From an optimization exercise on the open Yosys and OpenROAD flow, aimed at small area; shortcuts taken in it are not production practice.
Function was checked by simulation only, so behaviour that the tests miss may differ from the original.

===== design.v =====
module alu (
    input               i_clk,
    input               i_rst_n,
    input               i_valid,
    input signed [11:0] i_data_a,
    input signed [11:0] i_data_b,
    input        [2:0]  i_inst,
    output              o_valid,
    output       [11:0] o_data,
    output              o_overflow
);
reg  [11:0] o_data_w, o_data_r;
reg         o_valid_w, o_valid_r;
reg         o_overflow_w, o_overflow_r;
wire signed  [23:0]result[0:7];
wire signed  [11:0]result2;
reg [2:0]last_inst_w,last_inst_r;
reg mac_overflow_w,mac_overflow_r;
wire [11:0]abs_i_data_a,abs_i_data_b;
wire signed  [23:0] invert_result2;
assign o_valid = o_valid_r;
assign o_data = o_data_r;
assign o_overflow = o_overflow_r;
assign result[0] = i_data_a + i_data_b;
assign result[1] = i_data_a - i_data_b;
assign result[2] = i_data_a*i_data_b;
assign result2 = (result[2][4])?result[2][16:5]+1:result[2][16:5];   
assign invert_result2 = ~result[2]+1;  
assign result[3] =o_data_r + result2;
assign result[4] = (i_data_a~^i_data_b);
assign result[5] = (!i_data_a[11])?i_data_a:0;
assign result[6] = i_data_a + i_data_b;
assign abs_i_data_a = (~i_data_a[11])?i_data_a:-i_data_a;
assign abs_i_data_b = (~i_data_b[11])?i_data_b:-i_data_b;
always@(*) begin   
    o_overflow_w = 1'b0;
    o_valid_w = o_valid_r;
    last_inst_w = i_inst;
    mac_overflow_w = 1'b0;
    if(i_valid)begin
        o_data_w = 0;
        o_valid_w = 1'b1;
        case (i_inst)
            3'b000:begin 
                if((result[0][11]^i_data_a[11]) & (result[0][11]^i_data_b[11]))begin 
                    o_overflow_w = 1;
                end
                else begin
                    o_data_w = result[0][11:0];
                    o_overflow_w = 0;
                end
            end 
            3'b001:begin 
                if((result[1][11]^i_data_a[11]) & (result[1][11]^(!i_data_b[11])))begin 
                    o_overflow_w = 1;
                end
                else begin
                    o_data_w = result[1][11:0];
                    o_overflow_w = 0;
                end
            end
            3'b010:begin 
                if (result[2][23:5] > 2047 & !i_data_a[11] &!i_data_b[11]) begin     
                    o_overflow_w = 1; 
                end
                else if (result[2][23:5] > 2047 & i_data_a[11] &i_data_b[11])begin  
                    o_overflow_w = 1; 
                end
                else if (invert_result2[23:5] > 2048 & i_data_a[11] & !i_data_b[11])begin 
                    o_overflow_w = 1;
                end
                else if (invert_result2[23:5] > 2048 & !i_data_a[11] & i_data_b[11])begin 
                    o_overflow_w = 1;
                end
                else begin
                    o_data_w = result2;
                end
            end
            3'b011:begin  
                mac_overflow_w = mac_overflow_r;
                if(mac_overflow_r)begin              
                    o_overflow_w = 1'b1;
                    mac_overflow_w = 1'b1;
                end
                else if(last_inst_r == 3'b011)begin  
                    if (result[2][23:5] > 2047 & !i_data_a[11] &!i_data_b[11]) begin     
                        o_overflow_w = 1; 
                        mac_overflow_w = 1;
                    end
                    else if (result[2][23:5] > 2047 & i_data_a[11] &i_data_b[11])begin  
                        o_overflow_w = 1; 
                        mac_overflow_w = 1;
                    end
                    else if (invert_result2[23:5] > 2048 & i_data_a[11] &!i_data_b[11])begin 
                        o_overflow_w = 1;
                        mac_overflow_w = 1;
                    end
                    else if (invert_result2[23:5] > 2048 & !i_data_a[11] &i_data_b[11])begin 
                        o_overflow_w = 1;
                        mac_overflow_w = 1;
                    end
                    else if((result[3][11]^o_data_r[11]) & (result[3][11]^result[2][16]))begin
                        o_overflow_w = 1;
                        mac_overflow_w = 1;
                    end
                    else begin
                        o_data_w = result[3];
                    end
                end
                else begin                           
                    if (result[2][23:5] > 2047 & !i_data_a[11] &!i_data_b[11]) begin     
                        o_overflow_w = 1; 
                        mac_overflow_w = 1;
                    end
                    else if (result[2][23:5] > 2047 & i_data_a[11] &i_data_b[11])begin  
                        o_overflow_w = 1; 
                        mac_overflow_w = 1;
                    end
                    else if (invert_result2[23:5] > 2048 & i_data_a[11] &!i_data_b[11])begin 
                        o_overflow_w = 1;
                        mac_overflow_w = 1;
                    end
                    else if (invert_result2[23:5] > 2048 & !i_data_a[11] &i_data_b[11])begin 
                        o_overflow_w = 1;
                        mac_overflow_w = 1;
                    end
                    else begin
                        o_data_w = result2;
                    end
                end
            end
            3'b100:begin 
                o_data_w = result[4];
            end
            3'b101:begin 
                o_data_w = result[5];
            end
            3'b110:begin 
                o_data_w = result[6][12:1];
            end
            3'b111:begin 
                if(abs_i_data_a>=abs_i_data_b)begin
                    o_data_w = abs_i_data_a;      
                end
                else begin
                    o_data_w = abs_i_data_b;
                end
            end
            default: begin
            end
        endcase
    end
    else begin
        o_valid_w = 1'b0;
        o_data_w = o_data_r;
        o_overflow_w = o_overflow_r;
        mac_overflow_w = mac_overflow_r;
    end
end
always@(posedge i_clk or negedge i_rst_n) begin
    if(!i_rst_n) begin
        o_data_r <= 0;
        o_overflow_r <= 0;
        o_valid_r <= 0;
        last_inst_r <= 0;
        mac_overflow_r <= 0;
    end else begin
        o_data_r <= o_data_w;
        o_overflow_r <= o_overflow_w;
        o_valid_r <= o_valid_w;
        last_inst_r <= last_inst_w;
        mac_overflow_r <= mac_overflow_w ;
    end
end
endmodule

===== config.mk =====
export PLATFORM = sky130hd
export DESIGN_NAME = alu
export DESIGN_NICKNAME = alu
export VERILOG_FILES = /design/flow/design.v
export SDC_FILE = /design/flow/constraint.sdc
export NUM_CORES = 4
export LEC_CHECK = 0
export CAP_MARGIN = 20
export CORE_MARGIN = 2
export CORE_UTILIZATION = 40
export SLEW_MARGIN = 20

===== run.sh =====
#!/bin/bash
# synth_recipe.tcl (not shown) runs the flow's synth.tcl, then flattens the netlist and writes it again
# the make line also repeats each setting of config.mk as NAME=value (left out here)
make -C /OpenROAD-flow-scripts/flow DESIGN_CONFIG=/design/flow/config.mk WORK_HOME=/design/flow/orfs CLKGATE_MAP_FILE= SYNTH_SCRIPT=/design/flow/synth_recipe.tcl finish

===== constraint.sdc =====
create_clock -name core_clock -period 9.0 [get_ports {i_clk}]
set_input_delay 1.8000 -clock core_clock [delete_from_list [all_inputs] [get_ports {i_clk}]]
set_output_delay 1.8000 -clock core_clock [all_outputs]
set_load 0.01 [all_outputs]

==> reports/results.ini <==
[routing]
via_per_inst = 5.49
dr.pass1.iters = 5
ant_nets = 0
drt-total-wl_um = 31700
vias = 9609
routedWlPerCell_um = 18.1
first_iter_violations = 679
route.detailed.drc = 0

[setup_path]
crit_arrival_ps = 8960
cp_data_required_time_ps = 9140
rrSetupSlack_ps = 5950
crit_path_start_kind = primary input
worst_path_largest_cell_delay_ps = 620
end_kind = register
r2r_cells = 14
criticalPathCategory = in2reg
crit_fanout = 12
crit_top_cell = fa_1
crit_slowest_cell = fa_1

[die]
initial_utilization_pct = 40.7
fp.dieArea_um2 = 26800
rows = 58
die_h_um = 164
core_area_um2 = 25100
io-pin-count = 44
die_x_um = 164

[finish]
finalNonFillerCells = 1750
antenna-diode-count = 0
nNetsFinal = 1694
drive_gt1_share_pct = 13.4
flow.area_growth_from_synthesis_pct = 18.6

[status]
status = finished clean

[sta]
tightest_slew_ps = 1050
fin_crit_sh_pct = 98.0
setup_viol = 0
fin_skew_ps = 1.82
relSlewSlack_pct = 30.0
post-route-min-period_ps = 8820
final_max_slew_viol_count = 0
final-hold-violation-count = 0
fmax_ghz = 0.113

[logic_synthesis]
ys_dominant_reg_cell = dfrtp_1
seq_area_frac_synth_pct = 4.41
synth-edff-count = 0
synthSimpleGateAreaFrac_pct = 20.4
ys_seq_elements = 18
syn_avg_cell_area_um2 = 7.83
synth-xor-area-share_pct = 5.32
synthCells = 1304
syn_nets = 1577
ys_types = 78
synthAdderAreaFrac_pct = 40.1
synth_compound_area_share_pct = 18.2
synthMuxAreaShare_pct = 1.00
yosys_warnings = 1
synthArstFlopShare_pct = 100
synth_top_family_by_area = adder cells
syn_area_um2 = 10200

[cts]
path_clk_slew_ps = 50
postCtsHoldBufs = 0
cts.path.max_buffers = 2
root_buffer = clkbuf_16
htreeDepth = 1
cts.sinks = 18
clkLatencyLatePin_ps = 250
tritoncts = built
numCtsBuffers = 3

[min_path]
hp-class = reg2reg
hold_depth = 2

[placed_design]
place_inst = 1744
port_buffers = 43
dp_hpwl_um = 26800
gp_congestion = 0.932

[global_route]
grt_pass1_vias = 9726
grt_pass1_wl_um = 52100
antenna_found_initial = 0
grt_max_degree = 33
grt_usage_pct = 24.6
grt-ovfl-total = 0

[flow_run]
cap_violations = 0

[worst paths after layout]
kind | end | startpoint
max | o_overflow_r | i_data_a[5]
min | o_data_r[2] | o_data_r[2]
max reg2reg | o_data_r[10] | o_data_r[0]
min reg2reg | o_data_r[2] | o_data_r[2]
max in group asynchronous | mac_overflow_r | i_rst_n
min in group asynchronous | o_overflow_r | i_rst_n
[placed cells by master (no fill, tap or decap), types with 8 or more instances in the layout]
| cell | netlist | routed |
|---|---|---|
| mux2i_1 | 8 | 8 |
| buf_4 | 0 | 123 |
| dfrtp_1 | 18 | 18 |
| o21ai_0 | 35 | 31 |
| nor3_1 | 26 | 26 |
| a22oi_1 | 15 | 15 |
| a21oi_1 | 62 | 60 |
| clkdlybuf4s50_1 | 0 | 30 |
| o211ai_1 | 17 | 17 |
| nor2_1 | 94 | 92 |
| xnor2_1 | 48 | 46 |
| nand2_1 | 134 | 134 |
| inv_1 | 219 | 219 |
| a31oi_1 | 22 | 19 |
| nand2b_1 | 19 | 19 |
| ha_1 | 102 | 98 |
| nand4_1 | 11 | 11 |
| nand3_1 | 25 | 24 |
| nor2b_1 | 11 | 10 |
| xor2_1 | 14 | 12 |
| a221oi_1 | 10 | 9 |
| dlymetal6s2s_1 | 0 | 13 |
| and2_1 | 50 | 49 |
| a21o_1 | 18 | 18 |
| fa_1 | 141 | 141 |
[flip-flops by register name, summed over array words and instances (netlist names)]
register / cells
last_inst_r: 3
mac_overflow_r: 1
o_data_r: 12
o_overflow_r: 1
o_valid_r: 1
[cell usage after synthesis, types with 5 or more instances]
| cell type | number | area (um^2) |
|---|---|---|
| a211o_1 | 7 | 61.3 |
| o21a_1 | 7 | 52.6 |
| nor2_1 | 94 | 353 |
| o211ai_1 | 17 | 128 |
| a211oi_1 | 8 | 60.1 |
| a21oi_1 | 62 | 310 |
| xnor2_1 | 48 | 420 |
| a21o_1 | 18 | 135 |
| o21ai_0 | 35 | 175 |
| fa_1 | 141 | 2820 |
| nor3b_1 | 7 | 52.6 |
| o31ai_1 | 6 | 45.0 |
| a32oi_1 | 5 | 43.8 |
| nand4_1 | 11 | 68.8 |
| a31oi_1 | 22 | 138 |
| nor4b_1 | 5 | 43.8 |
| and3_1 | 7 | 43.8 |
| nand3_1 | 25 | 125 |
| o2111ai_1 | 7 | 61.3 |
| nor3_1 | 26 | 130 |
| nor2b_1 | 11 | 68.8 |
| nand2_1 | 134 | 503 |
| clkbuf_1 | 57 | 214 |
| a221oi_1 | 10 | 87.6 |
| or2_2 | 7 | 43.8 |
| inv_1 | 219 | 822 |
| dfrtp_1 | 18 | 450 |
| ha_1 | 102 | 1280 |
| nand2b_1 | 19 | 119 |
| a22oi_1 | 15 | 113 |
| or3_1 | 7 | 43.8 |
| a41oi_1 | 5 | 43.8 |
| xor2_1 | 14 | 123 |
| and2_1 | 50 | 313 |
| o21bai_1 | 5 | 37.5 |
| mux2i_1 | 8 | 80.1 |
[kinds of logic after synthesis]
| kind of cell | after synthesis |
|---|---|
| AOI/OAI and AO/OA | 264 |
| xor gates and xnor gates | 62 |
| adders and majority gates | 243 |
| buffers and inverters | 284 |
| DFF | 18 |
| muxes | 10 |
| and+or+nand+nor | 423 |
[timing repair]
item	4_1_cts	5_1_grt
buffers inserted	0	1
setup endpoints to repair	0	14
hold endpoints to repair	0	0
gates resized for setup	0	50
[critical path, delay by kind of cell]
| family | cells | cell delay, ps |
|---|---|---|
| buffers and inverters | 6 | 1050 |
| adders and majority gates | 7 | 3080 |
| AOI/OAI and AO/OA | 10 | 1740 |
| xor gates and xnor gates | 1 | 170 |
| and+or+nand+nor | 7 | 1120 |
[metrics by stage]
stage | setup slack, ps | util [%] | setup TNS (ps) | hold WS [ps] | area, um^2
after floorplan | 319 | - | 0 | 567 | 10200
after global placement | -6.14 | 47.1 | -6.14 | 544 | 11800
after detailed placement | -87.9 | 47.1 | -566 | 554 | 11800
after CTS | 154 | 47.4 | 0 | 566 | 11900
after global routing | -129 | 48.2 | -1000 | 597 | 12100
final | 178 | 48.2 | 0 | 556 | 12100
[per-layer routing]
metal	vias up	GRT usage (%)	wire (um)
met4	0	6.22	949
met5	-	0	0
li1	4558	-	-
met3	48	0.758	1200
met1	4742	33.3	14100
met2	261	43.4	15500
[cell type report]
type                       instances  area (um^2)
fill                            2531        13000
multi-input combinational       1002         8850
timing repair buffer             173         1480
inverter                         223          837
sequential                        18          450
tap                              330          413
clock buffer                       4         88.8

## port drivers added, routing unchanged
No port has a modelled driver above. Below, the same layout with a new extraction and two added sets of constraints.
Step 1 (the two cells are an assumption about what drives the block):
set clk [get_ports {i_clk}]
set_driving_cell -lib_cell sky130_fd_sc_hd__clkbuf_16 $clk
set_driving_cell -lib_cell sky130_fd_sc_hd__buf_2 [delete_from_list [all_inputs] $clk]
Step 2 adds t to the input delays and takes it off the output delays; t is the mean of the earliest and latest rising clock arrival at the registers after step 1. Input paths then give back, and output paths get back, about the clock's delay inside the block.
Three values: ideal, step 1, step 2; two values: the first two.
t, ns: 0.277
setup slack, ns: 0.178 / 0.185 / -0.091
worst hold slack (ns): 0.556 / 0.556 / 0.556
With both steps, setup timing fails in this run, where it was met with ideal ports. The setup slack of this run moves by +0.007 ns with the drivers and by -0.269 ns with both steps.
